This design comes from an exercise in tuning for small area on the open sky130 flow, not from production work. RTL that was checked went through simulation tests only; none was proved equivalent to the original. For runs 6 and 8, only the layout was checked, not whether the RTL still works. Power figures rest on the tool's default switching activity, not on a simulated workload.

==> config.mk <==
export PLATFORM = sky130hd
export DESIGN_NAME = spi_top
export DESIGN_NICKNAME = spi_top
export VERILOG_FILES = /design/flow/design.v
export SDC_FILE = /design/flow/constraint.sdc
export NUM_CORES = 4
export LEC_CHECK = 0
export CAP_MARGIN = 20
export CORE_MARGIN = 2
export CORE_UTILIZATION = 70
export SLEW_MARGIN = 20
==> constraint.sdc <==
create_clock -name core_clock -period 8.0 [get_ports {clk}]
set_input_delay 1.6000 -clock core_clock [delete_from_list [all_inputs] [get_ports {clk}]]
set_output_delay 1.6000 -clock core_clock [all_outputs]
set_load 0.01 [all_outputs]
==> design.v <==
module spi_top(
    input clk,rst,wr,
    input [7:0]din,addr,
    output done,err,
    output [7:0]dout
);
reg [127:0] ring0;
reg [127:0] ring1;
reg [3:0] ptr;
reg clr;
reg [4:0] cnt;
reg [7:0] cap;
reg done_r, err_r;
reg hit, k0, k1;
localparam [4:0] C3 = 5'd7, C22 = 5'd13, C23 = 5'd26;
wire ok     = (addr[7:5] == 3'd0);
wire start  = (cnt == 5'd0);
wire done_n = ok ? (wr ? (cnt == C22) : (cnt == C23)) : (cnt == C3);
wire [3:0] ptr_n = ptr + 4'd1;
wire clr_n = clr & (ptr != 4'd15);
wire hit_n = (ptr_n == addr[3:0]) & ~start;
wire we_n  = wr & ok & hit_n;
wire we0   = wr & ok & hit & ~addr[4];
wire we1   = wr & ok & hit &  addr[4];
wire [7:0] d0 = (din & {8{we0}}) | (ring0[127:120] & {8{k0}});
wire [7:0] d1 = (din & {8{we1}}) | (ring1[127:120] & {8{k1}});
assign done = done_r;
assign err  = err_r;
assign dout = cap;
always @(posedge clk) begin
    ring0 <= {ring0[119:0], d0};
    ring1 <= {ring1[119:0], d1};
    if (hit | ~ok)
        cap <= (wr | ~ok | clr) ? 8'd0 : (addr[4] ? ring1[127:120] : ring0[127:120]);
    if (rst) begin
        ptr <= 4'd0;
        clr <= 1'b1;
        cnt <= 5'd0;
        done_r <= 1'b0;
        err_r <= 1'b0;
        hit <= 1'b0;
        k0 <= 1'b0;
        k1 <= 1'b0;
    end
    else begin
        ptr <= ptr_n;
        clr <= clr_n;
        cnt <= done_n ? 5'd0 : {cnt[3:0], ~(cnt[4] ^ cnt[2])};
        done_r <= done_n;
        err_r <= ~ok & (cnt == C3);
        hit <= hit_n;
        k0 <= ~(we_n & ~addr[4]) & ~clr_n;
        k1 <= ~(we_n &  addr[4]) & ~clr_n;
    end
end
endmodule
==> flow/run.sh <==
#!/bin/bash
set -euo pipefail
bash standard.sh \
  BUFFER_PORTS_ARGS="-buffer_cell sky130_fd_sc_hd__buf_1" \
  PRE_DETAIL_PLACE_TCL="$PWD/flow/recover.tcl" \
  CTS_ARGS="-sink_clustering_enable -repair_clock_nets -dont_use_dummy_load -sink_clustering_size 20 -sink_clustering_max_diameter 100 -buf_list sky130_fd_sc_hd__clkbuf_8 -root_buf sky130_fd_sc_hd__clkbuf_4 -tree_buf sky130_fd_sc_hd__clkbuf_4" \
  finish > standard.log 2>&1
==> flow/recover.tcl <==
# Downsize cells on paths with timing slack to spare (ORFS hook, sourced
# before detailed placement).
estimate_parasitics -placement
repair_timing -recover_power 100
==> standard.sh <==
#!/bin/bash
# synth_recipe.tcl (not shown) runs the flow's synth.tcl, then flattens the netlist and writes it again
# the make line also repeats each setting of config.mk as NAME=value (left out here)
make -C /OpenROAD-flow-scripts/flow DESIGN_CONFIG=/design/flow/config.mk WORK_HOME=/design/flow/orfs CLKGATE_MAP_FILE= SYNTH_SCRIPT=/design/flow/synth_recipe.tcl "${@:-finish}"
==> results of run 1 <==
-- cell type report --
class / instances / area [µm²] / area share [%]
multi-input combinational: 76 / 570.5 / 8.517
tap: 108 / 135.1 / 2.017
clock buffer: 17 / 215.2 / 3.213
timing repair buffer: 28 / 105.1 / 1.569
inverter: 2 / 7.507 / 0.1121
sequential: 279 / 5665 / 84.57
-- critical path, cell delays in order --
cell and delay (ns):
buf_1 0.07, nor3_1 0.59, nand2_1 0.15, nor3_1 0.76
a22o_1 0.29
-- layout by cell type (no fill, tap or decap), drive strengths merged, types with 2 or more instances in the layout --
cell | Yosys | final
buf | 4 | 27
a22o | 16 | 16
xnor2 | 2 | 2
inv | 2 | 2
nor3b | 4 | 4
nor2b | 3 | 3
mux2i | 8 | 8
xor2 | 3 | 3
edfxtp | 8 | 8
nor3 | 3 | 3
nand3 | 3 | 3
nor2 | 17 | 17
nand2 | 4 | 4
clkbuf | 0 | 18
dfxtp | 271 | 271
-- cell families (layout without fill, tap and decap cells) --
family	Yosys count	count (layout)	synth area share [%]
AOI/OAI and AO/OA	22	22	2.963
xor gates and xnor gates	6	6	1.074
adders and majority gates	1	1	0.1988
buffers and inverters	6	47	0.4177
DFF	279	279	90.04
muxes	8	8	1.273
and+or+nand+nor	39	39	4.037
-- report_power, final --
| part | total (mW) | internal, mW | switching (mW) |
|---|---|---|---|
| combinational | 0.0203 | 0.00880 | 0.0115 |
| sequential | 1.40 | 1.40 | 0.00290 |
| clock | 0.529 | 0.176 | 0.353 |
-- worst max path at each step --
| stage | startpoint | endpoint | slack, ns |
|---|---|---|---|
| final | addr[6] | ring0[6] | 5.03 |
| after global routing | addr[6] | ring0[6] | 4.88 |
| after CTS | addr[6] | ring0[6] | 5.03 |
| after detailed placement | addr[6] | ring0[6] | 4.49 |
| after global placement | addr[4] | ring1[7] | 5.12 |
| after floorplan | addr[3] | k0 | 5.57 |
-- registers in the layout, summed over array words and instances, names as in the netlist, 4 cells and up --
signal and flops:
ring0 128, cap 8, cnt 5, ring1 128, ptr 4
-- through the flow --
stage / area, µm² / std cells / power, mW
floorplan: 6292 / 361 / 1.446
global placement: 6514 / 493 / 1.455
detailed placement: 6484 / 493 / 1.454
CTS: 6699 / 510 / 1.967
global route: 6699 / 510 / 2.018
finish: 6699 / 510 / 1.951
-- metal layers --
layer | part of all wire (%) | wire, µm | vias up | global-route usage [%]
li1 | - | - | 1241 | -
met1 | 49 | 3842 | 1147 | 23.30
met2 | 45 | 3502 | 37 | 26.61
met3 | 4.0 | 311 | 14 | 3.475
met4 | 2.0 | 157 | 0 | 6.322
met5 | 0 | 0 | - | 0
==> results.tsv, run 1 <==
stage	metric	value	unit
critical_path	rrSetupSlack	6.41	ns
power_and_ir_drop	leakagePower	2.627	nW
routing	wire_per_inst	15.32	µm
run	max_cap_viol_count	0	
logic_synthesis	synth_seq_cells	279	
cts	clkLatencyLatePin	0.56	ns
place	numPortBuffers	28	
logic_synthesis	synth_common_cells	dfxtp_1, a22o_1, nor2_1	
place	gp_congestion	0.7619	
sta	max_slew.worst_pin.slew	0.9657	ns
finish	nets	424	
logic_synthesis	yosysMostFrequentCell	dfxtp_1	
finish	fillers	497	
critical_path	reg2reg_from	ptr[0]	
logic_synthesis	synth_fp_nets	381	
floorplan	core_area	8721	µm²
sta	tns	0	ns
logic_synthesis	synth-main-ff-cell	dfxtp_1	
logic_synthesis	synth-async-reset-ratio	0	%
cts	ctsHoldBuffers	0	
cts	cts_sinks	279	
floorplan	die_w	98.81	µm
routing	drc	0	
hold_path	whs_endpoint	ring0[47]	
routing	wirelength	7.813	mm
cts	cts_max_level	1	
cts	post_cts_buffers	0	
power_and_ir_drop	irDropWorstVdd	226.6	µV
sta	setup_viol	0	
critical_path	path_class	in2reg	
critical_path	end_kind	flop	
global_routing	grt_pass1_vias	2501	
finish	antenna_cells	0	
logic_synthesis	yosysTopAreaCell	dfxtp_1	
routing	vias_per_cell	4.782	
logic_synthesis	synth_edf_count	8	
place	dp_slack	4.494	ns
logic_synthesis	synth.top_cell.area_share	86.22	%
logic_synthesis	synth_cells	361	
logic_synthesis	syn-cell-area	6292	µm²
cts	cts_root_buf	clkbuf_4	
logic_synthesis	ys_warn_count	1	
sta	rsz0062_at_grt	no	
routing	route.vias.total	2439	
power_and_ir_drop	powerDensity	291.2	nW/µm²
critical_path	required	8.49	ns
hold_path	hold_depth	0	
critical_path	cp_max_fo	8	
global_routing	globalRouteTotalUtil	16.82	%
floorplan	floorplan.initialDensity	72.15	%
critical_path	r2r_cells	5	
logic_synthesis	avgSynthCellArea	17.43	µm²
cts	postCtsResizedCells	0	
sta	period_minus_slack	2.972	ns
logic_synthesis	synth_area_leaders	dfxtp_1, edfxtp_1, a22o_1	
floorplan	dieHeight	98.81	µm
global_routing	antenna_found_initial	0	
floorplan	dieArea	9763	µm²
hold_path	holdCritPathClass	reg2reg	
sta	holdWs	0.3283	ns
routing	first_pass_iters	4	
place	place_hpwl	4.999	mm
cts	clk_pin_slew_worst_paths	0.11	ns
hold_path	min_from	ring0[39]	
critical_path	rr_endpoint	k0	
routing	first_iter_violations	38	
sta	setup_slack	5.028	ns
sta	fmax	336.5	MHz
global_routing	grt_pass1_wl	12.47	mm
cts	cts_buffers	17	
logic_synthesis	synth_cell_types	30	
cts	cts_tree	built	
floorplan	rows	34	
logic_synthesis	yosysSeqAreaShare	90.04	%
finish	fin_util	76.81	%
finish	drive_above_1_share	5.473	%
global_routing	overflow	0	
sta	relSlewSlack	35.12	%
outcome	status	timing/DRC/antenna clean	
global_routing	grt_max_degree	21	
floorplan	io_pins	29	
sta	fin_crit_sh	37.14	%
critical_path	crit_arrival	3.46	ns
sta	finClkSkew	0.008614	ns
cts	clk_path_buf_depth	3	
routing	ant_nets	0	
finish	syn2layout_area_growth	6.462	%
sta	slew_violations	0	
sta	finalHoldViolCount	0	
critical_path	startpoint_type	primary input	
==> run 2, diff against run 1 <==
==> flow/run.sh (replaced) <==
#!/bin/bash
set -euo pipefail
bash standard.sh \
  BUFFER_PORTS_ARGS="-buffer_cell sky130_fd_sc_hd__buf_1" \
  PRE_DETAIL_PLACE_TCL="$PWD/flow/recover.tcl" \
  CTS_ARGS="-sink_clustering_enable -repair_clock_nets -dont_use_dummy_load -sink_clustering_size 21 -sink_clustering_max_diameter 60 -buf_list sky130_fd_sc_hd__clkbuf_8 -root_buf sky130_fd_sc_hd__clkbuf_4 -tree_buf sky130_fd_sc_hd__clkbuf_4" \
  finish > standard.log 2>&1
==> run 2 against run 1 <==
Effect of this change:
- die area unchanged
- final area unchanged
- via count decreased by 0.21%
==> results.tsv, run 2 <==
stage	metric	value	unit
logic_synthesis	syn-cell-area	6292	µm²
sta	finClkSkew	0.05136	ns
place	numPortBuffers	28	
logic_synthesis	synth-async-reset-ratio	0	%
cts	clkLatencyLatePin	0.57	ns
global_routing	globalRouteTotalUtil	17.02	%
finish	final_common_cell	dfxtp_1	
power_and_ir_drop	netSwitchingFraction	19.01	%
critical_path	crit_top_cell	nor3_1	
sta	relSlewSlack	35.73	%
floorplan	io_pins	29	
routing	vias_per_cell	4.773	
logic_synthesis	yosysSeqAreaShare	90.04	%
logic_synthesis	yosysMostFrequentCell	dfxtp_1	
sta	fmax	342.5	MHz
finish	fin_util	76.81	%
finish	drive_above_1_share	5.473	%
critical_path	crit_arrival	3.41	ns
cts	clk_pin_slew_worst_paths	0.11	ns
cts	post_cts_buffers	0	
outcome	status	timing/DRC/antenna clean	
logic_synthesis	synth_area_leaders	dfxtp_1, edfxtp_1, a22o_1	
logic_synthesis	synth-main-ff-cell	dfxtp_1	
logic_synthesis	synth.top_cell.area_share	86.22	%
place	dp.cells	493	
sta	tns	0	ns
routing	drc	0	
floorplan	dieHeight	98.81	µm
cts	cts_tree	built	
critical_path	path_class	in2reg	
cts	postCtsResizedCells	0	
finish	design_area	6699	µm²
global_routing	grt_pass1_wl	12.67	mm
cts	cts_root_buf	clkbuf_4	
sta	max_slew.worst_pin.slew	0.9567	ns
routing	first_pass_iters	4	
power_and_ir_drop	clkPwrFrac	27.2	%
place	place_hpwl	4.999	mm
routing	route.vias.total	2434	
sta	holdWs	0.2716	ns
routing	wirelength	7.930	mm
power_and_ir_drop	internal_power	1.584	mW
finish	largestRegisters	ring0 x128, ring1 x128, cap x8	
logic_synthesis	ys_warn_count	1	
sta	setup_slack	5.080	ns
logic_synthesis	synth_edf_count	8	
logic_synthesis	synth_fp_nets	381	
power_and_ir_drop	pwr-share-comb	1.0	%
critical_path	crit_chain	buf_1 -> nor3_1 -> nand2_1 -> nor3_1 -> a22o_1	
finish	layout_common_cells	dfxtp_1, buf_1, nor2_1	
sta	period_minus_slack	2.920	ns
cts	cts_buffers	17	
sta	setup_viol	0	
logic_synthesis	synth_cell_types	30	
floorplan	floorplan.initialDensity	72.15	%
finish	fin_cells	510	
logic_synthesis	synth_common_cells	dfxtp_1, a22o_1, nor2_1	
finish	seqCellArea	5665	µm²
critical_path	critPathSlowestCell	nor3_1	
sta	slew_violations	0	
critical_path	cp_max_fo	8	
critical_path	critPathTopFamily	simple AND/OR/NAND/NOR gates	
critical_path	end_kind	flop	
finish	fillers	500	
power_and_ir_drop	irDropWorstVdd	226.2	µV
floorplan	dieArea	9763	µm²
cts	cts_max_level	1	
power_and_ir_drop	power.net_switching	0.3716	mW
critical_path	required	8.49	ns
finish	nets	424	
hold_path	holdCritPathClass	reg2reg	
floorplan	core_area	8721	µm²
routing	first_iter_violations	42	
logic_synthesis	yosysTopAreaCell	dfxtp_1	
place	gp_congestion	0.7619	
floorplan	rows	34	
routing	wire_per_inst	15.55	µm
cts	clk_path_buf_depth	3	
place	dp_slack	4.494	ns
cts	ctsHoldBuffers	0	
power_and_ir_drop	powerDensity	291.9	nW/µm²
logic_synthesis	synth_cells	361	
logic_synthesis	avgSynthCellArea	17.43	µm²
critical_path	crit_buf_inv	1	
sta	fin_crit_sh	36.50	%
power_and_ir_drop	pwr-share-seq	71.7	%
power_and_ir_drop	leakagePower	2.627	nW
routing	ant_nets	0	
cts	cts_sinks	279	
global_routing	overflow	0	
finish	antenna_cells	0	
power_and_ir_drop	p_total	1.955	mW
logic_synthesis	synth_seq_cells	279	
global_routing	grt_max_degree	22	
finish	multi_input_area	570.5	µm²
global_routing	grt_pass1_vias	2522	
sta	finalHoldViolCount	0	
global_routing	antenna_found_initial	0	
finish	syn2layout_area_growth	6.462	%
critical_path	startpoint_type	primary input	
place	place_area	6484	µm²
sta	rsz0062_at_grt	no	
critical_path	slowest_delay	0.76	ns
floorplan	die_w	98.81	µm
run	max_cap_viol_count	0	
[run 2: cell type report]
type                            instances  share of cell area (%)
Inverter                                2                  0.1121
Clock buffer                           17                   3.213
Multi-Input combinational cell         76                   8.517
Tap cell                              108                   2.017
Timing Repair Buffer                   28                   1.569
Sequential cell                       279                   84.57
[run 2: path summary, 6_finish.rpt]
kind | end | slack, ns | start | cells past startpoint
worst max-delay path | ring0[6] | 5.08 | addr[6] | 5
worst min-delay path | ring1[32] | 0.27 | ring1[24] | 0
worst max register to register | k0 | 6.40 | ptr[0] | 5
worst min register to register | ring1[32] | 0.27 | ring1[24] | 0
[run 2: worst reg2reg max path: stages (launching register included)]
cell and delay (ns):
dfxtp_1 0.36, ha_1 0.32, xor2_1 0.17, a211oi_1 0.18, nand4b_1 0.20, o31a_1 0.27
[run 2: power groups by stage]
stage	logic [mW]	registers (mW)	clock network (mW)
floorplan	0.0121	1.43	0
global placement	0.0209	1.43	0
detailed placement	0.0204	1.43	0
CTS	0.0207	1.40	0.547
global route	0.0224	1.40	0.590
finish	0.0205	1.40	0.532
[run 2: kinds of logic after synthesis]
| kind of cell | share of synthesized area, % |
|---|---|
| buffers and inverters | 0.4177 |
| adder cells (fa/ha/maj) | 0.1988 |
| flip-flops | 90.04 |
| multiplexers | 1.273 |
| XOR/XNOR | 1.074 |
| AO/OA/AOI/OAI | 2.963 |
| AND/OR/NAND/NOR | 4.037 |
[run 2: layer usage]
| layer | wire (µm) | global-route usage, % | vias up | share of wire, % |
|---|---|---|---|---|
| li1 | - | - | 1240 | - |
| met1 | 3895 | 23.27 | 1144 | 49 |
| met2 | 3597 | 27.44 | 39 | 45 |
| met3 | 288 | 3.475 | 11 | 3.6 |
| met4 | 148 | 6.112 | 0 | 1.9 |
| met5 | 0 | 0 | - | 0 |
==> run 3, diff against run 2 <==
==> flow/run.sh (replaced) <==
#!/bin/bash
set -euo pipefail
bash standard.sh \
  BUFFER_PORTS_ARGS="-buffer_cell sky130_fd_sc_hd__buf_1" \
  PRE_DETAIL_PLACE_TCL="$PWD/flow/recover.tcl" \
  CTS_ARGS="-sink_clustering_enable -repair_clock_nets -dont_use_dummy_load -sink_clustering_size 20 -sink_clustering_max_diameter 60 -buf_list sky130_fd_sc_hd__clkbuf_8 -root_buf sky130_fd_sc_hd__clkbuf_4 -tree_buf sky130_fd_sc_hd__clkbuf_4" \
  finish > standard.log 2>&1
--- a/config.mk
+++ b/config.mk
@@ -7,5 +7,5 @@
 export LEC_CHECK = 0
 export CAP_MARGIN = 20
 export CORE_MARGIN = 2
-export CORE_UTILIZATION = 70
+export CORE_UTILIZATION = 75
 export SLEW_MARGIN = 20
==> run 3 against run 2 <==
Effect of this change:
- critical endpoint is now ring0[0]
- critical path depth unchanged
- setup slack worse by 0.10 ns
- sequential share of layout area barely moved
- clock power is 0.8% lower
- area after synthesis did not move
- wire length grew 1.9%
- clock skew shrank 0.043 ns
- fmax is 3.3% lower
- combinational power barely moved
- non-clock buffer count is the same
==> results.tsv, run 3 <==
stage	metric	value	unit
routing	route.vias.total	2468	
logic_synthesis	ys_warn_count	1	
logic_synthesis	synth.top_cell.area_share	86.22	%
logic_synthesis	yosysTopAreaCell	dfxtp_1	
power_and_ir_drop	netSwitchingFraction	18.81	%
logic_synthesis	syn-cell-area	6292	µm²
power_and_ir_drop	irDropWorstVdd	222.0	µV
finish	antenna_cells	0	
global_routing	grt_pass1_wl	12.30	mm
cts	cts_buffers	17	
cts	cts_max_level	1	
place	place_hpwl	5.282	mm
floorplan	dieArea	9138	µm²
floorplan	dieHeight	95.60	µm
outcome	status	timing/DRC/antenna clean	
logic_synthesis	yosysSeqAreaShare	90.04	%
floorplan	die_w	95.60	µm
finish	layout_common_cells	dfxtp_1, buf_1, nor2_1	
cts	post_cts_buffers	0	
routing	wirelength	8.079	mm
floorplan	rows	33	
logic_synthesis	synth_seq_cells	279	
finish	drive_above_1_share	5.473	%
routing	first_iter_violations	63	
routing	vias_per_cell	4.868	
floorplan	core_area	8175	µm²
finish	nets	424	
global_routing	overflow	0	
logic_synthesis	synth_fp_nets	381	
critical_path	cp_max_fo	8	
logic_synthesis	synth_edf_count	8	
sta	relSlewSlack	33.23	%
place	numPortBuffers	28	
global_routing	grt_max_degree	21	
logic_synthesis	synth-async-reset-ratio	0	%
logic_synthesis	avgSynthCellArea	17.43	µm²
sta	period_minus_slack	3.021	ns
finish	fin_util	81.89	%
logic_synthesis	synth-main-ff-cell	dfxtp_1	
logic_synthesis	synth_cells	361	
critical_path	required	8.50	ns
power_and_ir_drop	power.net_switching	0.3668	mW
floorplan	io_pins	29	
global_routing	antenna_found_initial	1	
global_routing	globalRouteTotalUtil	18.64	%
power_and_ir_drop	powerDensity	291.2	nW/µm²
sta	fin_crit_sh	37.76	%
cts	ctsHoldBuffers	0	
logic_synthesis	synth_area_leaders	dfxtp_1, edfxtp_1, a22o_1	
logic_synthesis	yosysMostFrequentCell	dfxtp_1	
place	dp_slack	4.345	ns
sta	finalHoldViolCount	0	
critical_path	path_class	in2reg	
sta	setup_viol	0	
routing	wire_per_inst	15.93	µm
power_and_ir_drop	leakagePower	2.627	nW
power_and_ir_drop	p_total	1.950	mW
routing	first_pass_iters	4	
routing	ant_nets	0	
sta	tns	0	ns
sta	slew_violations	0	
global_routing	grt_pass1_vias	2448	
power_and_ir_drop	internal_power	1.583	mW
hold_path	holdCritPathClass	reg2reg	
logic_synthesis	synth_common_cells	dfxtp_1, a22o_1, nor2_1	
power_and_ir_drop	pwr-share-seq	71.9	%
sta	finClkSkew	0.008267	ns
finish	syn2layout_area_growth	6.403	%
finish	final_common_cell	dfxtp_1	
finish	largestRegisters	ring0 x128, ring1 x128, cap x8	
critical_path	end_kind	flop	
cts	cts_root_buf	clkbuf_4	
sta	max_slew.worst_pin.slew	0.9939	ns
run	max_cap_viol_count	0	
cts	clk_pin_slew_worst_paths	0.11	ns
critical_path	crit_arrival	3.53	ns
sta	setup_slack	4.979	ns
routing	drc	0	
floorplan	floorplan.initialDensity	76.97	%
cts	clkLatencyLatePin	0.56	ns
critical_path	startpoint_type	primary input	
cts	cts_sinks	279	
place	gp_congestion	0.7432	
power_and_ir_drop	pwr-share-comb	1.0	%
cts	clk_path_buf_depth	3	
sta	fmax	331.0	MHz
power_and_ir_drop	clkPwrFrac	27.1	%
cts	cts_tree	built	
sta	rsz0062_at_grt	no	
cts	postCtsResizedCells	0	
logic_synthesis	synth_cell_types	30	
==> run 3: routing by layer <==
layer / GRT usage (%) / up-vias / routed length [µm]
met3: 3.953 / 19 / 426
li1: - / 1241 / -
met5: 0 / - / 7
met2: 29.14 / 51 / 3664
met1: 25.75 / 1155 / 3832
met4: 7.500 / 2 / 148
==> run 3: cells by family after synthesis <==
| logic type | Yosys count | synth area share (%) |
|---|---|---|
| muxes | 8 | 1.273 |
| buffers and inverters | 6 | 0.4177 |
| and+or+nand+nor | 39 | 4.037 |
| DFF | 279 | 90.04 |
| xor gates and xnor gates | 6 | 1.074 |
| adders and majority gates | 1 | 0.1988 |
| AOI/OAI and AO/OA | 22 | 2.963 |
==> run 3: area by class of cell <==
type / instances / area [µm²]
flip-flops and latches: 279 / 5665
fillers: 382 / 1480
multi-input cells: 76 / 570.5
clock buffers: 17 / 215.2
well taps: 105 / 131.4
repair buffers: 28 / 105.1
inverters: 2 / 7.507
==> run 3: metrics by stage <==
step           hold slack [ns]  cells  area, µm²
3_3_place_gp            0.3097    490       6510
2_1_floorplan           0.3096    361       6292
4_1_cts                 0.3310    507       6695
5_1_grt                 0.3391    507       6695
3_5_place_dp            0.3121    490       6480
6_report                0.3294    507       6695
==> run 3: power by group through the flow <==
stage	Combinational, mW	Clock [mW]	Sequential, mW
after detailed placement	0.0202	0	1.43
final	0.0203	0.528	1.40
after global routing	0.0224	0.585	1.40
after CTS	0.0203	0.540	1.40
after floorplan	0.0121	0	1.43
after global placement	0.0203	0	1.43
==> run 3: worst max-delay path: stages <==
cell,delay [ns]
buf_1,0.07
nor3_1,0.61
nand2_1,0.17
nor3_1,0.79
a22o_1,0.28
==> run 3: path summary, 6_finish.rpt <==
kind	to	cells after the start	start	slack (ns)
worst max-delay path	ring0[0]	5	addr[6]	4.98
worst min-delay path	ring1[112]	0	ring1[104]	0.33
worst max register to register	k0	5	ptr[0]	6.33
worst min register to register	ring1[112]	0	ring1[104]	0.33
==> run 4, diff against run 3 <==
==> flow/run.sh (replaced) <==
#!/bin/bash
# Standard layout, with these changes: the port buffers are the smallest
# buffer (buf_1); clock tree synthesis clusters up to 20 flip-flops per
# clkbuf_8, builds the tree above them from clkbuf_4 and inserts no dummy
# loads; cells with timing slack to spare are downsized before detailed
# placement (recover.tcl). Each ORFS step logs to orfs/logs/; make's own
# output goes to standard.log.
set -euo pipefail
bash standard.sh \
  BUFFER_PORTS_ARGS="-buffer_cell sky130_fd_sc_hd__buf_1" \
  PRE_DETAIL_PLACE_TCL="$PWD/flow/recover.tcl" \
  CTS_ARGS="-sink_clustering_enable -repair_clock_nets -sink_clustering_size 20 -sink_clustering_max_diameter 50 -buf_list sky130_fd_sc_hd__clkbuf_8 -root_buf sky130_fd_sc_hd__clkbuf_4 -tree_buf sky130_fd_sc_hd__clkbuf_4 -dont_use_dummy_load" \
  finish > standard.log 2>&1
--- a/config.mk
+++ b/config.mk
@@ -7,5 +7,8 @@
 export LEC_CHECK = 0
 export CAP_MARGIN = 20
 export CORE_MARGIN = 2
-export CORE_UTILIZATION = 75
+export CORE_UTILIZATION = 70
+export CTS_BUF_LIST = sky130_fd_sc_hd__clkbuf_8
+export CTS_CLUSTER_DIAMETER = 50
+export CTS_CLUSTER_SIZE = 20
 export SLEW_MARGIN = 20
==> run 4 against run 3 <==
Effect of this change:
- largest cell class unchanged
- setup slack improved by 0.079 ns
- flip-flop and latch count did not move
- still clean
- worst hold slack got worse by 0.054 ns
==> results.tsv, run 4 <==
stage	metric	value	unit
outcome	status	timing/DRC/antenna clean	
sta	max_slew.worst_pin.slew	0.9905	ns
logic_synthesis	synth-async-reset-ratio	0	%
sta	fmax	339.9	MHz
routing	first_pass_iters	4	
critical_path	startpoint_type	primary input	
critical_path	rr_endpoint	k0	
hold_path	min_from	ring0[18]	
logic_synthesis	avgSynthCellArea	17.43	µm²
logic_synthesis	yosysSeqAreaShare	90.04	%
cts	cts_buffers	18	
logic_synthesis	synth-main-ff-cell	dfxtp_1	
global_routing	grt_pass1_vias	2523	
floorplan	die_w	98.81	µm
place	place_hpwl	4.999	mm
sta	period_minus_slack	2.942	ns
cts	clkLatencyLatePin	0.59	ns
run	max_cap_viol_count	0	
finish	multi_input_area	570.5	µm²
power_and_ir_drop	powerDensity	293.0	nW/µm²
finish	final_common_cell	dfxtp_1	
finish	largestRegisters	ring0 x128, ring1 x128, cap x8	
floorplan	core_area	8721	µm²
sta	slew_violations	0	
place	dp_slack	4.494	ns
cts	cts_max_level	1	
power_and_ir_drop	irDropWorstVdd	214.1	µV
sta	setup_slack	5.058	ns
logic_synthesis	syn-cell-area	6292	µm²
cts	cts_sinks	279	
sta	tns	0	ns
cts	clk_path_buf_depth	3	
routing	first_iter_violations	49	
critical_path	path_class	in2reg	
floorplan	floorplan.initialDensity	72.15	%
critical_path	crit_arrival	3.43	ns
hold_path	whs_endpoint	ring0[26]	
logic_synthesis	synth_fp_nets	381	
floorplan	dieHeight	98.81	µm
cts	post_cts_buffers	0	
power_and_ir_drop	p_total	1.967	mW
routing	vias_per_cell	4.793	
critical_path	required	8.48	ns
cts	ctsHoldBuffers	0	
critical_path	cp_max_fo	8	
hold_path	hold_depth	0	
critical_path	r2r_cells	5	
logic_synthesis	yosysMostFrequentCell	dfxtp_1	
power_and_ir_drop	leakagePower	2.635	nW
place	place_area	6484	µm²
sta	rsz0062_at_grt	no	
logic_synthesis	yosysTopAreaCell	dfxtp_1	
global_routing	grt_max_degree	21	
logic_synthesis	synth_seq_cells	279	
logic_synthesis	synth_cells	361	
logic_synthesis	synth_edf_count	8	
sta	relSlewSlack	33.46	%
routing	wirelength	7.936	mm
logic_synthesis	synth_cell_types	30	
hold_path	holdCritPathClass	reg2reg	
finish	fillers	493	
routing	drc	0	
place	numPortBuffers	28	
logic_synthesis	synth_common_cells	dfxtp_1, a22o_1, nor2_1	
finish	design_area	6713	µm²
sta	fin_crit_sh	36.78	%
finish	drive_above_1_share	5.707	%
sta	finClkSkew	0.07771	ns
global_routing	antenna_found_initial	0	
routing	wire_per_inst	15.53	µm
cts	cts_root_buf	clkbuf_4	
critical_path	reg2reg_from	ptr[0]	
place	gp_congestion	0.7619	
sta	setup_viol	0	
cts	clk_pin_slew_worst_paths	0.11	ns
logic_synthesis	synth_area_leaders	dfxtp_1, edfxtp_1, a22o_1	
critical_path	end_kind	flop	
floorplan	dieArea	9763	µm²
floorplan	io_pins	29	
routing	route.vias.total	2449	
sta	finalHoldViolCount	0	
finish	syn2layout_area_growth	6.681	%
finish	nets	425	
critical_path	rrSetupSlack	6.41	ns
cts	postCtsResizedCells	0	
global_routing	globalRouteTotalUtil	17.04	%
logic_synthesis	synth.top_cell.area_share	86.22	%
floorplan	rows	34	
finish	antenna_cells	0	
cts	cts_tree	built	
finish	layout_common_cells	dfxtp_1, buf_1, nor2_1	
global_routing	grt_pass1_wl	12.72	mm
logic_synthesis	ys_warn_count	1	
finish	seqCellArea	5665	µm²
routing	ant_nets	0	
global_routing	overflow	0	
run 4: routing by layer:
metal	GRT usage, %	wire length [µm]
met2	27.39	3564
met4	5.479	180
met5	0	0
met3	4.113	335
met1	23.24	3857
run 4: cell type report:
cell class	instances	share of cell area, %
Multi-Input combinational cell	76	8.500
Clock buffer	18	3.411
Timing Repair Buffer	28	1.566
Inverter	2	0.1118
Sequential cell	279	84.40
Tap cell	108	2.013
run 4: logic make-up (layout without fill, tap and decap cells):
group           count (synthesis)  in the layout  synth area share, %
buf+inv                         6             48               0.4177
mux                             8              8                1.273
compound gates                 22             22                2.963
xor+xnor                        6              6                1.074
flops                         279            279                90.04
fa+ha+maj                       1              1               0.1988
simple gates                   39             39                4.037
run 4: stage by stage:
stage               utilization, %  hold slack (ns)  instances
CTS                          76.97           0.2747        511
finish                       76.97           0.2758        511
floorplan                        -           0.3096        361
global route                 76.97           0.2724        511
detailed placement           74.35           0.3121        493
global placement             74.69           0.3101        493
run 4: where the power goes:
group	leakage (nW)	internal (mW)	switching (mW)
clock	0.122	0.186	0.359
sequential	2.28	1.40	0.00288
combinational	0.236	0.00880	0.0116
run 4: how the worst max path moves through the flow:
stage	from	to	slack, ns	cells after the start
after global placement	addr[4]	ring1[7]	5.12	4
after detailed placement	addr[6]	ring0[6]	4.49	5
final	addr[6]	ring0[6]	5.06	5
after floorplan	addr[3]	k0	5.57	3
after global routing	addr[6]	ring0[4]	4.91	5
after CTS	addr[6]	ring0[6]	5.05	5
run 4: critical path: stages:
cell     delay, ns
buf_1         0.07
nor3_1        0.57
nand2_1       0.15
nor3_1        0.78
a22o_1        0.25
==> run 5, diff against run 4 <==
==> flow/run.sh (replaced) <==
#!/bin/bash
# Standard layout, with these changes:
# - after floorplanning, the combinational logic is re-mapped for area
#   (restructure.tcl), with a library copy that leaves out the platform's
#   don't-use cells (filter_lib.py);
# - the port buffers are the smallest buffer (buf_1);
# - cells with timing slack to spare are downsized before detailed placement
#   (recover.tcl);
# - clock tree synthesis clusters up to 20 flip-flops per clkbuf_8, builds
#   the tree above them from clkbuf_4 and inserts no dummy loads.
# Each ORFS step logs to orfs/logs/; make's output goes to standard.log.
set -euo pipefail
mkdir -p rmp
python3 flow/filter_lib.py \
  "$FLOW_HOME/platforms/sky130hd/lib/sky130_fd_sc_hd__tt_025C_1v80.lib" \
  rmp/lib.lib 'lpflow|probe' > rmp/filter_lib.log 2>&1
bash standard.sh \
  POST_FLOORPLAN_TCL="$PWD/flow/restructure.tcl" \
  BUFFER_PORTS_ARGS="-buffer_cell sky130_fd_sc_hd__buf_1" \
  PRE_DETAIL_PLACE_TCL="$PWD/flow/recover.tcl" \
  CTS_ARGS="-sink_clustering_enable -repair_clock_nets -sink_clustering_size 20 -sink_clustering_max_diameter 70 -buf_list sky130_fd_sc_hd__clkbuf_8 -root_buf sky130_fd_sc_hd__clkbuf_4 -tree_buf sky130_fd_sc_hd__clkbuf_4 -dont_use_dummy_load" \
  finish > standard.log 2>&1
==> flow/filter_lib.py (new file) <==
#!/usr/bin/env python3
"""Copy a Liberty file, leaving out the cells whose names match a pattern."""
import re, sys
src, dst, pat = sys.argv[1], sys.argv[2], re.compile(sys.argv[3])
text = open(src).read()
out = []
i = 0
cell = re.compile(r'\n(\s*)cell\s*\(\s*"?([\w]+)"?\s*\)\s*\{')
while True:
    m = cell.search(text, i)
    if not m:
        out.append(text[i:])
        break
    # find the end of this cell group by brace counting
    j = m.end()
    depth = 1
    while depth:
        c = text[j]
        if c == '{':
            depth += 1
        elif c == '}':
            depth -= 1
        j += 1
    out.append(text[i:m.start()])
    if not pat.search(m.group(2)):
        out.append(text[m.start():j])
    i = j
open(dst, 'w').write(''.join(out))
==> flow/restructure.tcl (new file) <==
# ORFS hook, sourced at the end of floorplanning: re-map the combinational
# logic for area with ABC (OpenROAD's restructure). ABC reads a copy of the
# platform's library without its don't-use cells, which run.sh writes to
# rmp/ in the work folder. Registers are not touched.
set work [file normalize [file join [file dirname [info script]] ..]]
set tiehi [join $::env(TIEHI_CELL_AND_PORT) /]
set tielo [join $::env(TIELO_CELL_AND_PORT) /]
report_design_area
restructure -target area -liberty_file $work/rmp/lib.lib \
  -tiehi_port $tiehi -tielo_port $tielo -work_dir $work/rmp \
  -abc_logfile $work/rmp/abc.log
report_design_area
--- a/config.mk
+++ b/config.mk
@@ -8,7 +8,4 @@
 export CAP_MARGIN = 20
 export CORE_MARGIN = 2
 export CORE_UTILIZATION = 70
-export CTS_BUF_LIST = sky130_fd_sc_hd__clkbuf_8
-export CTS_CLUSTER_DIAMETER = 50
-export CTS_CLUSTER_SIZE = 20
 export SLEW_MARGIN = 20
==> run 5 against run 4 <==
Effect of this change:
- still clean
- cell count grew 4.3%
- final area shrank 0.86%
- area after synthesis is the same
- clock skew shrank 0.027 ns
- critical path depth is the same
- wire length shrank 5.3%
- clock power shrank 3%
==> results.tsv, run 5 <==
stage	metric	value	unit
sta	finalHoldViolCount	0	
place	gp_congestion	0.7977	
finish	final_common_cell	dfxtp_1	
critical_path	crit_arrival	3.42	ns
finish	antenna_cells	0	
hold_path	holdCritPathClass	reg2reg	
cts	cts_buffers	17	
place	dp.cells	516	
logic_synthesis	synth-async-reset-ratio	0	%
logic_synthesis	avgSynthCellArea	17.43	µm²
power_and_ir_drop	leakagePower	2.584	nW
run	max_cap_viol_count	0	
critical_path	startpoint_type	primary input	
logic_synthesis	yosysTopAreaCell	dfxtp_1	
global_routing	grt_pass1_wl	12.22	mm
finish	fin_cells	533	
place	numPortBuffers	28	
cts	cts_tree	built	
critical_path	end_kind	flop	
floorplan	dieArea	9763	µm²
routing	wirelength	7.514	mm
cts	cts_root_buf	clkbuf_4	
global_routing	grt_pass1_vias	2512	
logic_synthesis	yosysSeqAreaShare	90.04	%
floorplan	floorplan.initialDensity	72.15	%
critical_path	required	8.41	ns
logic_synthesis	synth_common_cells	dfxtp_1, a22o_1, nor2_1	
critical_path	cp_max_fo	8	
routing	ant_nets	0	
power_and_ir_drop	powerDensity	292.7	nW/µm²
cts	postCtsResizedCells	0	
finish	drive_above_1_share	4.000	%
finish	fillers	532	
finish	nets	446	
cts	clk_path_buf_depth	3	
cts	clk_pin_slew_worst_paths	0.11	ns
logic_synthesis	synth_cells	361	
routing	route.vias.total	2545	
sta	finClkSkew	0.05063	ns
place	place_hpwl	4.851	mm
routing	wire_per_inst	14.10	µm
sta	setup_slack	4.988	ns
sta	max_slew.worst_pin.slew	0.8367	ns
logic_synthesis	yosysMostFrequentCell	dfxtp_1	
logic_synthesis	synth_edf_count	8	
floorplan	io_pins	29	
sta	fin_crit_sh	37.65	%
floorplan	dieHeight	98.81	µm
global_routing	globalRouteTotalUtil	15.93	%
routing	first_pass_iters	4	
floorplan	rows	34	
logic_synthesis	synth.top_cell.area_share	86.22	%
logic_synthesis	synth_fp_nets	381	
cts	cts_max_level	1	
routing	first_iter_violations	51	
logic_synthesis	synth_cell_types	30	
sta	slew_violations	0	
logic_synthesis	syn-cell-area	6292	µm²
sta	relSlewSlack	43.79	%
sta	setup_viol	0	
sta	rsz0062_at_grt	no	
critical_path	path_class	in2reg	
logic_synthesis	ys_warn_count	1	
floorplan	core_area	8721	µm²
logic_synthesis	synth_seq_cells	279	
routing	drc	0	
finish	largestRegisters	ring0 x128, ring1 x128, cap x8	
global_routing	antenna_found_initial	0	
cts	post_cts_buffers	0	
outcome	status	timing/DRC/antenna clean	
sta	period_minus_slack	3.012	ns
cts	ctsHoldBuffers	0	
floorplan	die_w	98.81	µm
global_routing	grt_max_degree	21	
cts	cts_sinks	279	
cts	clkLatencyLatePin	0.58	ns
finish	layout_common_cells	dfxtp_1, buf_1, nand2_1	
place	dp_slack	4.484	ns
logic_synthesis	synth-main-ff-cell	dfxtp_1	
finish	syn2layout_area_growth	5.767	%
logic_synthesis	synth_area_leaders	dfxtp_1, edfxtp_1, a22o_1	
global_routing	overflow	0	
routing	vias_per_cell	4.775	
sta	fmax	332.0	MHz
power_and_ir_drop	irDropWorstVdd	208.1	µV
sta	tns	0	ns
-- run 5: cell counts after synthesis --
No cell type changed its count.
-- run 5: cells by family (layout without fill, tap and decap cells) --
family / after synthesis / in the layout / share of synthesized area, %
buf+inv: 6 / 62 / 0.4177
simple gates: 39 / 48 / 4.037
compound gates: 22 / 33 / 2.963
mux: 8 / 0 / 1.273
fa+ha+maj: 1 / 0 / 0.1988
flops: 279 / 279 / 90.04
xor+xnor: 6 / 3 / 1.074
-- run 5: layout make-up --
class	instances	area [µm²]	area share, %
inverter	17	63.81	0.9588
multi-input combinational	84	470.5	7.069
sequential	279	5665	85.13
clock buffer	17	215.2	3.234
tap	108	135.1	2.030
timing repair buffer	28	105.1	1.579
-- run 5: routing by layer --
layer  routed length (µm)  GRT usage [%]
met1                 3756          23.13
met2                 3225          24.64
met3                  332          3.404
met4                  199          4.742
met5                    0              0
-- run 5: through the flow --
step	cell area [µm²]	utilization, %	power, mW	hold slack, ns
after global placement	6440	73.85	1.451	0.3100
after CTS	6655	76.31	1.968	0.2845
after global routing	6655	76.31	2.016	0.3214
final	6655	76.31	1.948	0.2981
after detailed placement	6440	73.85	1.452	0.3121
after floorplan	6292	-	1.446	0.3096
-- run 5: where the power goes --
| part | switching [mW] | internal (mW) |
|---|---|---|
| sequential | 0.00247 | 1.40 |
| clock | 0.354 | 0.175 |
| combinational | 0.0119 | 0.00650 |
| total | 0.368 | 1.58 |
-- run 5: path summary, 6_finish.rpt --
check	start	to	slack (ns)	depth (start not counted)
max	addr[5]	cap[4]	4.99	5
min reg2reg	ring1[94]	ring1[102]	0.30	0
min	ring1[94]	ring1[102]	0.30	0
max reg2reg	ptr[0]	k1	6.20	8
-- run 5: critical path: stages --
cell and delay, ns:
buf_1 0.07, nor3_1 0.53, clkinv_1 0.22, nor3_1 0.68, o221a_1 0.32
==> run 6, diff against run 5 <==
==> design.v (replaced) <==
module spi_top(
    input clk,rst,wr,
    input [7:0]din,addr,
    output done,err,
    output [7:0]dout
);
reg [127:0] ring0;
reg [127:0] ring1;
reg [3:0] ptr;
reg clr;
reg [4:0] cnt;
reg [7:0] cap;
reg done_r, err_r;
localparam [4:0] C3 = 5'd7, C22 = 5'd13, C23 = 5'd26;
wire ok     = (addr[7:5] == 3'd0);
wire done_n = ok ? (wr ? (cnt == C22) : (cnt == C23)) : (cnt == C3);
wire hit    = (ptr == addr[3:0]);
wire we     = wr & ok & hit & (cnt != 5'd0);
wire [7:0] d0 = (we & ~addr[4]) ? din : (clr ? 8'd0 : ring0[127:120]);
wire [7:0] d1 = (we &  addr[4]) ? din : (clr ? 8'd0 : ring1[127:120]);
assign done = done_r;
assign err  = err_r;
assign dout = cap;
always @(posedge clk) begin
    ring0 <= {ring0[119:0], d0};
    ring1 <= {ring1[119:0], d1};
    if (hit | ~ok)
        cap <= (wr | ~ok | clr) ? 8'd0 : (addr[4] ? ring1[127:120] : ring0[127:120]);
    if (rst) begin
        ptr <= 4'd0;
        clr <= 1'b1;
        cnt <= 5'd0;
        done_r <= 1'b0;
        err_r <= 1'b0;
    end
    else begin
        ptr <= {ptr[2:0], ptr[3] ^ ptr[2] ^ (ptr[2:0] == 3'd0)};
        if (ptr == 4'b1000)
            clr <= 1'b0;
        cnt <= done_n ? 5'd0 : {cnt[3:0], ~(cnt[4] ^ cnt[2])};
        done_r <= done_n;
        err_r <= ~ok & (cnt == C3);
    end
end
endmodule
==> run 6 against run 5 <==
Effect of this change:
- first-iteration DRC count increased by 75%
- worst hold slack improved by 0.014 ns
- count of clock-buffer cells in the layout unchanged
- wire length increased by 1.7%
- clock skew decreased by 0.012 ns
- global-route usage about the same
- via count decreased by 2.0%
- highest routed layer unchanged
- non-clock buffer count unchanged
==> results.tsv, run 6 <==
stage	metric	value	unit
cts	clk_path_buf_depth	3	
cts	cts_buffers	17	
global_routing	globalRouteTotalUtil	15.89	%
cts	clkLatencyLatePin	0.59	ns
logic_synthesis	yosysMostFrequentCell	dfxtp_1	
logic_synthesis	synthMuxAreaShare	4.111	%
routing	route.vias.total	2493	
finish	fillers	552	
critical_path	startpoint_type	primary input	
logic_synthesis	synth_seq_cells	276	
logic_synthesis	synth.top_cell.area_share	84.74	%
place	numPortBuffers	28	
place	gp_congestion	0.7573	
sta	tns	0	ns
cts	clk_pin_slew_worst_paths	0.11	ns
routing	ant_nets	0	
floorplan	core_area	8763	µm²
logic_synthesis	synth-async-reset-ratio	0	%
cts	cts_root_buf	clkbuf_4	
critical_path	required	8.48	ns
cts	postCtsResizedCells	0	
floorplan	dieArea	9821	µm²
power_and_ir_drop	p_total	1.933	mW
global_routing	overflow	0	
logic_synthesis	synth_top_family_by_area	simple AND/OR/NAND/NOR gates	
routing	wire_per_inst	15.23	µm
sta	finalHoldViolCount	0	
cts	cts_max_level	1	
global_routing	grt_pass1_wl	12.11	mm
power_and_ir_drop	irDropWorstVdd	238.9	µV
routing	first_iter_violations	89	
routing	first_pass_iters	4	
sta	rsz0062_at_grt	no	
cts	cts_sinks	276	
critical_path	crit_arrival	4.22	ns
finish	layout_common_cells	dfxtp_1, buf_1, a32o_1	
critical_path	end_kind	flop	
critical_path	path_class	in2reg	
logic_synthesis	yosysSeqAreaShare	88.54	%
routing	vias_per_cell	4.966	
sta	finClkSkew	0.03845	ns
logic_synthesis	synth-main-ff-cell	dfxtp_1	
logic_synthesis	synth_cell_types	32	
logic_synthesis	avgSynthCellArea	17.06	µm²
sta	max_slew.worst_pin.slew	1.064	ns
logic_synthesis	synth_common_cells	dfxtp_1, nor2b_1, mux2_2	
place	dp.cells	485	
logic_synthesis	synth_simple_gate_area_share	5.593	%
sta	setup_viol	0	
logic_synthesis	synth-compound-area-share	0.4743	%
floorplan	dieHeight	99.10	µm
power_and_ir_drop	leakagePower	2.535	nW
global_routing	grt_pass1_vias	2385	
routing	wirelength	7.643	mm
logic_synthesis	yosysTopAreaCell	dfxtp_1	
sta	slew_violations	0	
logic_synthesis	synth_edf_count	8	
finish	antenna_cells	0	
outcome	status	timing/DRC/antenna clean	
finish	fin_cells	502	
cts	post_cts_buffers	0	
floorplan	floorplan.initialDensity	72.24	%
cts	ctsHoldBuffers	0	
sta	fin_crit_sh	46.75	%
floorplan	io_pins	29	
hold_path	holdCritPathClass	reg2reg	
global_routing	antenna_found_initial	0	
place	place_hpwl	4.712	mm
logic_synthesis	synth_xor_area_share	0.8300	%
logic_synthesis	synth_cells	371	
finish	syn2layout_area_growth	3.715	%
logic_synthesis	synth_fp_nets	391	
sta	fmax	267.4	MHz
logic_synthesis	synthAdderAreaFrac	0.1976	%
logic_synthesis	syn-cell-area	6331	µm²
finish	nets	415	
finish	drive_above_1_share	4.315	%
routing	drc	0	
floorplan	rows	34	
cts	cts_tree	built	
logic_synthesis	synth_area_leaders	dfxtp_1, edfxtp_1, mux2_2	
logic_synthesis	ys_warn_count	1	
sta	period_minus_slack	3.740	ns
power_and_ir_drop	powerDensity	294.4	nW/µm²
run	max_cap_viol_count	0	
global_routing	grt_max_degree	21	
critical_path	cp_max_fo	9	
finish	final_common_cell	dfxtp_1	
finish	largestRegisters	ring0 x128, ring1 x128, cap x8	
sta	relSlewSlack	28.53	%
floorplan	die_w	99.10	µm
run 6: cell types whose count changed in the layout (fill, tap and decap cells not counted), sizes merged, moves of 3 or more:
cell / previous run / this run
clkinv: 17 / 12
o21ai: 16 / 4
nand2: 18 / 2
dfxtp: 271 / 268
nor2: 14 / 6
a32o: 0 / 16
a2bb2oi: 0 / 3
run 6: critical path, stage by stage:
cell and delay [ns]:
buf_1 0.08, a2bb2oi_1 0.13, or4_1 0.62, nor3_1 0.85, clkinv_1 0.53, a32o_1 0.41
run 6: routing by layer:
| metal | up-vias | routed length (µm) | global-route usage, % |
|---|---|---|---|
| met5 | - | 0 | 0 |
| met4 | 0 | 292 | 7.587 |
| met3 | 27 | 361 | 3.935 |
| met2 | 59 | 3274 | 23.80 |
| met1 | 1152 | 3715 | 22.08 |
| li1 | 1255 | - | - |
run 6: logic make-up (layout without fill, tap and decap cells):
family | count (synthesis) | after routing
compound gates | 4 | 35
buf+inv | 4 | 57
fa+ha+maj | 1 | 0
flops | 276 | 276
xor+xnor | 6 | 0
simple gates | 56 | 26
mux | 24 | 0
run 6: area by class of cell:
cell class              instances  area (µm²)  share of cell area (%)
flip-flops and latches        276        5605                   85.37
multi-input cells              61       460.4                   7.012
clock buffers                  17       215.2                   3.277
well taps                     108       135.1                   2.058
repair buffers                 28       105.1                   1.601
inverters                      12       45.04                  0.6860
run 6: final timing paths:
path	from	endpoint	slack, ns	depth (start not counted)
setup / recovery	addr[3]	ring1[0]	4.26	6
hold reg to reg	ring0[17]	ring0[25]	0.31	0
hold / removal	ring0[17]	ring0[25]	0.31	0
setup reg to reg	ptr[1]	ring1[0]	4.90	6
run 6: per-stage QoR:
stage | instance area (µm²) | util, % | hold WS [ns] | worst slack, ns
CTS | 6566 | 74.93 | 0.3004 | 4.334
floorplan | 6331 | - | 0.3096 | 5.042
detailed placement | 6351 | 72.47 | 0.3121 | 3.713
finish | 6566 | 74.93 | 0.3125 | 4.260
global placement | 6351 | 72.47 | 0.3101 | 4.044
global route | 6566 | 74.93 | 0.3135 | 4.188
run 6: where the power goes:
part           switching, mW  total, mW  internal [mW]
clock                  0.352      0.527          0.175
sequential           0.00349       1.39           1.38
combinational         0.0119     0.0185        0.00662
==> run 7, diff against run 6 <==
--- a/design.v
+++ b/design.v
@@ -34,8 +34,8 @@
         err_r <= 1'b0;
     end
     else begin
-        ptr <= {ptr[2:0], ptr[3] ^ ptr[2] ^ (ptr[2:0] == 3'd0)};
-        if (ptr == 4'b1000)
+        ptr <= ptr + 4'd1;
+        if (ptr == 4'd15)
             clr <= 1'b0;
         cnt <= done_n ? 5'd0 : {cnt[3:0], ~(cnt[4] ^ cnt[2])};
         done_r <= done_n;
==> run 7 against run 6 <==
Effect of this change:
- clock skew rose by 0.0076 ns
- critical endpoint is now ring1[7]
- highest routed layer unchanged
- global-route usage up 0.34 points
- register-to-register slack improved by 0.06 ns
- critical path depth is the same
- via count up 1.7%
- cell count up 0.60%
- fmax fell by 0.17%
- count of clock-buffer cells in the layout stayed put
- area after synthesis stayed put
- final area increased by 0.19%
- sequential share of layout area down 0.16 points
==> results.tsv, run 7 <==
stage	metric	value	unit
outcome	status	timing/DRC/antenna clean	
power_and_ir_drop	internal_power	1.565	mW
finish	drive_above_1_share	4.282	%
finish	largestRegisters	ring0 x128, ring1 x128, cap x8	
critical_path	slowest_delay	0.84	ns
floorplan	dieHeight	99.10	µm
cts	ctsHoldBuffers	0	
global_routing	overflow	0	
logic_synthesis	synth.top_cell.area_share	84.74	%
sta	period_minus_slack	3.746	ns
place	place_area	6364	µm²
logic_synthesis	avgSynthCellArea	17.11	µm²
logic_synthesis	synth_cells	370	
sta	finClkSkew	0.04606	ns
finish	design_area	6579	µm²
cts	cts_max_level	1	
cts	clk_path_buf_depth	3	
run	max_cap_viol_count	0	
sta	tns	0	ns
logic_synthesis	synth_cell_types	31	
finish	nets	418	
critical_path	startpoint_type	primary input	
sta	rsz0062_at_grt	no	
floorplan	io_pins	29	
cts	clkLatencyLatePin	0.57	ns
global_routing	grt_pass1_wl	12.52	mm
cts	postCtsResizedCells	0	
global_routing	grt_pass1_vias	2492	
sta	holdWs	0.2853	ns
critical_path	crit_arrival	4.18	ns
place	dp_slack	3.761	ns
power_and_ir_drop	pwr-share-seq	71.9	%
logic_synthesis	synth_area_leaders	dfxtp_1, edfxtp_1, mux2_2	
logic_synthesis	synth-async-reset-ratio	0	%
critical_path	reg2reg_from	ptr[3]	
critical_path	crit_buf_inv	2	
routing	first_pass_iters	4	
sta	relSlewSlack	29.02	%
power_and_ir_drop	power.net_switching	0.3633	mW
routing	ant_nets	0	
cts	cts_buffers	17	
routing	drc	0	
cts	cts_root_buf	clkbuf_4	
global_routing	antenna_found_initial	0	
power_and_ir_drop	netSwitchingFraction	18.84	%
sta	setup_slack	4.254	ns
hold_path	min_from	ring1[108]	
routing	maxUsedRoutingLayer	met4	
cts	cts_sinks	276	
logic_synthesis	synth_edf_count	8	
logic_synthesis	syn-cell-area	6331	µm²
sta	max_slew.worst_pin.slew	1.057	ns
logic_synthesis	yosysMostFrequentCell	dfxtp_1	
cts	clk_pin_slew_worst_paths	0.12	ns
floorplan	core_area	8763	µm²
routing	first_iter_violations	100	
finish	fillers	560	
sta	finalHoldViolCount	0	
critical_path	end_kind	flop	
critical_path	critPathSlowestCell	nor3_1	
sta	setup_viol	0	
hold_path	holdCritPathClass	reg2reg	
finish	syn2layout_area_growth	3.913	%
routing	vias_per_cell	5.020	
routing	wirelength	7.571	mm
power_and_ir_drop	clkPwrFrac	27.2	%
global_routing	globalRouteTotalUtil	16.24	%
logic_synthesis	synth_fp_nets	390	
routing	met3_length	331	µm
finish	antenna_cells	0	
power_and_ir_drop	powerDensity	293.2	nW/µm²
critical_path	critPathTopFamily	simple AND/OR/NAND/NOR gates	
power_and_ir_drop	irDropWorstVdd	203.8	µV
logic_synthesis	ys_warn_count	1	
cts	post_cts_buffers	0	
place	numPortBuffers	28	
cts	cts_tree	built	
routing	route.vias.total	2535	
critical_path	path_class	in2reg	
logic_synthesis	synth_seq_cells	276	
routing	dr_wl_met2	3.242	mm
power_and_ir_drop	pwr-share-comb	0.9	%
floorplan	dieArea	9821	µm²
floorplan	die_w	99.10	µm
sta	fin_crit_sh	46.83	%
place	gp_congestion	0.7468	
finish	final_common_cell	dfxtp_1	
critical_path	cp_max_fo	9	
finish	layout_common_cells	dfxtp_1, buf_1, a32o_1	
routing	met1_length	3.794	mm
sta	slew_violations	0	
floorplan	rows	34	
place	place_hpwl	4.712	mm
global_routing	grt_max_degree	21	
logic_synthesis	synth_common_cells	dfxtp_1, nor2b_1, mux2_2	
sta	fmax	266.9	MHz
power_and_ir_drop	leakagePower	2.533	nW
critical_path	cp-startpoint	addr[1]	
critical_path	required	8.44	ns
logic_synthesis	synth-main-ff-cell	dfxtp_1	
logic_synthesis	yosysTopAreaCell	dfxtp_1	
logic_synthesis	yosysSeqAreaShare	88.54	%
critical_path	crit_chain	buf_1 -> a2bb2oi_1 -> or4_1 -> nor3_1 -> clkinv_1 -> a32o_1	
routing	wire_per_inst	14.99	µm
floorplan	floorplan.initialDensity	72.24	%
## run 7: cell types whose count changed after synthesis, sizes merged
cell and change:
nand3 +2, inv -1, nand2 -1, nor2b -1
nor3 -1, xnor2 +1
## run 7: cell type report
cell class              instances  area [µm²]  area share [%]
repair buffers                 28       105.1           1.598
well taps                     108       135.1           2.054
flip-flops and latches        276        5605           85.20
inverters                      15       56.30          0.8558
clock buffers                  17       215.2           3.271
multi-input cells              61       461.7           7.018
## run 7: final timing paths
path                     end  slack, ns  cells after the start
hold / removal    ring1[116]       0.29                      0
hold reg to reg   ring1[116]       0.29                      0
setup reg to reg    ring1[7]       4.96                      6
setup / recovery    ring1[7]       4.25                      6
## run 7: per-layer routing
| layer | up-vias | GRT usage [%] |
|---|---|---|
| met5 | - | 0 |
| met4 | 0 | 5.901 |
| met3 | 21 | 3.935 |
| met2 | 58 | 23.96 |
| met1 | 1197 | 23.89 |
| li1 | 1259 | - |
## run 7: through the flow
stage	instances	utilization, %	total power, mW
CTS	505	75.07	1.948
floorplan	370	-	1.433
global placement	488	72.62	1.435
global route	505	75.07	1.995
finish	505	75.07	1.929
detailed placement	488	72.62	1.436
## run 7: power groups by stage
| stage | clock network [mW] | logic [mW] | registers [mW] |
|---|---|---|---|
| floorplan | 0 | 0.0128 | 1.42 |
| global placement | 0 | 0.0167 | 1.42 |
| detailed placement | 0 | 0.0174 | 1.42 |
| CTS | 0.544 | 0.0175 | 1.39 |
| global route | 0.587 | 0.0197 | 1.39 |
| finish | 0.524 | 0.0174 | 1.39 |
## run 7: logic make-up after synthesis
logic type | Yosys count | synth area share, %
AO/OA/AOI/OAI | 4 | 0.4743
XOR/XNOR | 7 | 0.9684
multiplexers | 24 | 4.111
flip-flops | 276 | 88.54
buffers and inverters | 3 | 0.1976
AND/OR/NAND/NOR | 55 | 5.514
adder cells (fa/ha/maj) | 1 | 0.1976
==> run 8, diff against run 7 <==
--- a/design.v
+++ b/design.v
@@ -11,11 +11,10 @@
 reg [4:0] cnt;
 reg [7:0] cap;
 reg done_r, err_r;
-localparam [4:0] C3 = 5'd7, C22 = 5'd13, C23 = 5'd26;
-wire ok     = (addr[7:5] == 3'd0);
-wire done_n = ok ? (wr ? (cnt == C22) : (cnt == C23)) : (cnt == C3);
-wire hit    = (ptr == addr[3:0]);
-wire we     = wr & ok & hit & (cnt != 5'd0);
+wire ok  = (addr[7:5] == 3'd0);
+wire done_n = ok ? (wr ? (cnt == 5'd13) : (cnt == 5'd26)) : (cnt == 5'd7);
+wire hit = (ptr == addr[3:0]);
+wire we  = wr & ok & hit & (cnt != 5'd0);
 wire [7:0] d0 = (we & ~addr[4]) ? din : (clr ? 8'd0 : ring0[127:120]);
 wire [7:0] d1 = (we &  addr[4]) ? din : (clr ? 8'd0 : ring1[127:120]);
 assign done = done_r;
@@ -39,7 +38,7 @@
             clr <= 1'b0;
         cnt <= done_n ? 5'd0 : {cnt[3:0], ~(cnt[4] ^ cnt[2])};
         done_r <= done_n;
-        err_r <= ~ok & (cnt == C3);
+        err_r <= ~ok & (cnt == 5'd7);
     end
 end
 endmodule
==> run 8 against run 7 <==
Effect of this change:
- still clean on timing, DRC and antenna
- worst hold slack unchanged
- setup slack unchanged
- largest power group unchanged
- fmax did not move
- cell count unchanged
- register-to-register slack about the same
- via count did not move
- count of clock-buffer cells in the layout did not move
- global-route usage stayed put
- critical path depth unchanged
- power is the same
- clock skew did not move
==> results.tsv, run 8 <==
stage	metric	value	unit
sta	max_slew.worst_pin.slew	1.057	ns
finish	layout_common_cells	dfxtp_1, buf_1, a32o_1	
finish	nets	418	
sta	relSlewSlack	29.02	%
logic_synthesis	synth_area_leaders	dfxtp_1, edfxtp_1, mux2_2	
cts	clk_pin_slew_worst_paths	0.12	ns
cts	post_cts_buffers	0	
sta	tns	0	ns
global_routing	grt_max_degree	21	
cts	cts_tree	built	
global_routing	grt_pass1_vias	2492	
routing	first_pass_iters	4	
routing	maxUsedRoutingLayer	met4	
logic_synthesis	syn-cell-area	6331	µm²
sta	finClkSkew	0.04606	ns
finish	syn2layout_area_growth	3.913	%
routing	route.vias.total	2535	
cts	clkLatencyLatePin	0.57	ns
floorplan	rows	34	
floorplan	dieArea	9821	µm²
cts	clk_path_buf_depth	3	
cts	cts_buffers	17	
critical_path	required	8.44	ns
routing	first_iter_violations	100	
power_and_ir_drop	irDropWorstVdd	203.8	µV
logic_synthesis	yosysMostFrequentCell	dfxtp_1	
routing	wirelength	7.571	mm
floorplan	io_pins	29	
outcome	status	timing/DRC/antenna clean	
floorplan	core_area	8763	µm²
power_and_ir_drop	powerDensity	293.2	nW/µm²
logic_synthesis	yosysSeqAreaShare	88.54	%
critical_path	end_kind	flop	
finish	antenna_cells	0	
logic_synthesis	synth_cells	370	
routing	met1_length	3.794	mm
logic_synthesis	synth-async-reset-ratio	0	%
run	max_cap_viol_count	0	
routing	ant_nets	0	
critical_path	crit_arrival	4.18	ns
logic_synthesis	synth_edf_count	8	
power_and_ir_drop	p_total	1.929	mW
finish	fillers	560	
global_routing	antenna_found_initial	0	
sta	setup_viol	0	
finish	final_common_cell	dfxtp_1	
logic_synthesis	synth_fp_nets	390	
floorplan	die_w	99.10	µm
routing	met3_length	331	µm
cts	cts_root_buf	clkbuf_4	
logic_synthesis	ys_warn_count	1	
floorplan	dieHeight	99.10	µm
sta	fin_crit_sh	46.83	%
cts	postCtsResizedCells	0	
finish	drive_above_1_share	4.282	%
place	place_hpwl	4.712	mm
critical_path	cp_max_fo	9	
place	numPortBuffers	28	
global_routing	globalRouteTotalUtil	16.24	%
critical_path	startpoint_type	primary input	
global_routing	overflow	0	
sta	rsz0062_at_grt	no	
logic_synthesis	yosysTopAreaCell	dfxtp_1	
cts	cts_sinks	276	
hold_path	holdCritPathClass	reg2reg	
sta	slew_violations	0	
logic_synthesis	synth_common_cells	dfxtp_1, nor2b_1, mux2_2	
cts	ctsHoldBuffers	0	
logic_synthesis	synth-main-ff-cell	dfxtp_1	
routing	dr_wl_met2	3.242	mm
logic_synthesis	synth_cell_types	31	
sta	finalHoldViolCount	0	
sta	period_minus_slack	3.746	ns
finish	largestRegisters	ring0 x128, ring1 x128, cap x8	
floorplan	floorplan.initialDensity	72.24	%
logic_synthesis	synth.top_cell.area_share	84.74	%
sta	fmax	266.9	MHz
routing	vias_per_cell	5.020	
logic_synthesis	avgSynthCellArea	17.11	µm²
global_routing	grt_pass1_wl	12.52	mm
routing	wire_per_inst	14.99	µm
cts	cts_max_level	1	
logic_synthesis	synth_seq_cells	276	
power_and_ir_drop	leakagePower	2.533	nW
critical_path	path_class	in2reg	
routing	drc	0	
place	gp_congestion	0.7468	
-- run 8: cell counts in the layout (fill, tap and decap cells not counted) --
Identical to the previous run, type by type.
-- run 8: final timing paths --
path / start / endpoint / slack, ns / depth (start not counted)
worst min register to register: ring1[108] / ring1[116] / 0.29 / 0
worst min-delay path: ring1[108] / ring1[116] / 0.29 / 0
worst max register to register: ptr[3] / ring1[7] / 4.96 / 6
worst max-delay path: addr[1] / ring1[7] / 4.25 / 6
-- run 8: report_power, final --
part | switching (mW) | internal (mW)
Clock | 0.349 | 0.175
Combinational | 0.0112 | 0.00619
Sequential | 0.00324 | 1.38
Total | 0.363 | 1.57
-- run 8: final cells by class --
class	count	area [µm²]	area share (%)
repair buffers	28	105.1	1.598
inverters	15	56.30	0.8558
well taps	108	135.1	2.054
multi-input cells	61	461.7	7.018
flip-flops and latches	276	5605	85.20
clock buffers	17	215.2	3.271
-- run 8: critical path: stages --
cell and delay, ns:
buf_1 0.08, a2bb2oi_1 0.13, or4_1 0.60, nor3_1 0.84
clkinv_1 0.52, a32o_1 0.40
-- run 8: cells by family after synthesis --
family	Yosys count	share of synthesized area, %
AOI/OAI and AO/OA	4	0.4743
and+or+nand+nor	55	5.514
adders and majority gates	1	0.1976
buffers and inverters	3	0.1976
DFF	276	88.54
xor gates and xnor gates	7	0.9684
muxes	24	4.111
-- run 8: metal layers --
metal,up-vias,GRT usage (%)
met3,21,3.935
met2,58,23.96
met1,1197,23.89
li1,1259,-
met4,0,5.901
met5,-,0
-- run 8: stage by stage --
step	instance area, µm²	util, %	hold slack (ns)	setup slack [ns]	cells
global route	6579	75.07	0.3183	4.155	505
detailed placement	6364	72.62	0.3121	3.761	488
finish	6579	75.07	0.2853	4.254	505
CTS	6579	75.07	0.2990	4.345	505
floorplan	6331	-	0.3096	5.042	370
global placement	6364	72.62	0.3105	4.048	488

[port drivers added, routing unchanged]
How much do the figures lean on ideal ports? The routed layouts below were timed once more, with nothing changed but the port constraints.
Step 1: set_driving_cell puts a clkbuf_16 on clk and a buf_2 on each other input, an assumption about the parent block.
Step 2 adds t to the input delays and takes it off the output delays; t is the mean of the earliest and latest rising clock arrival at the registers after step 1. Input paths then give back, and output paths get back, about the clock's delay inside the block.
Slacks: no drivers / after step 1 / after step 2; pairs: no drivers / after step 1.
| run | shift t [ns] | slack for setup (ns) | worst register clock-pin slew, ns |
|---|---|---|---|
| run 1 | 0.581 | 5.028 / 5.038 / 4.458 | 0.11 / 0.11 |
| run 2 | 0.576 | 5.080 / 5.088 / 4.512 | 0.11 / 0.11 |
| run 3 | 0.590 | 4.979 / 4.987 / 4.397 | 0.11 / 0.11 |
| run 4 | 0.582 | 5.058 / 5.066 / 4.485 | 0.11 / 0.11 |
| run 5 | 0.585 | 4.988 / 4.996 / 4.411 | 0.11 / 0.11 |
| run 6 | 0.601 | 4.260 / 4.272 / 3.671 | 0.11 / 0.11 |
| run 7 | 0.579 | 4.254 / 4.263 / 3.684 | 0.12 / 0.12 |
| run 8 | 0.579 | 4.254 / 4.263 / 3.684 | 0.12 / 0.12 |
After both steps setup and hold are still met in every run listed. The setup slack of run 6, which loses most, moves by +0.012 ns with the drivers and by -0.589 ns with both steps.
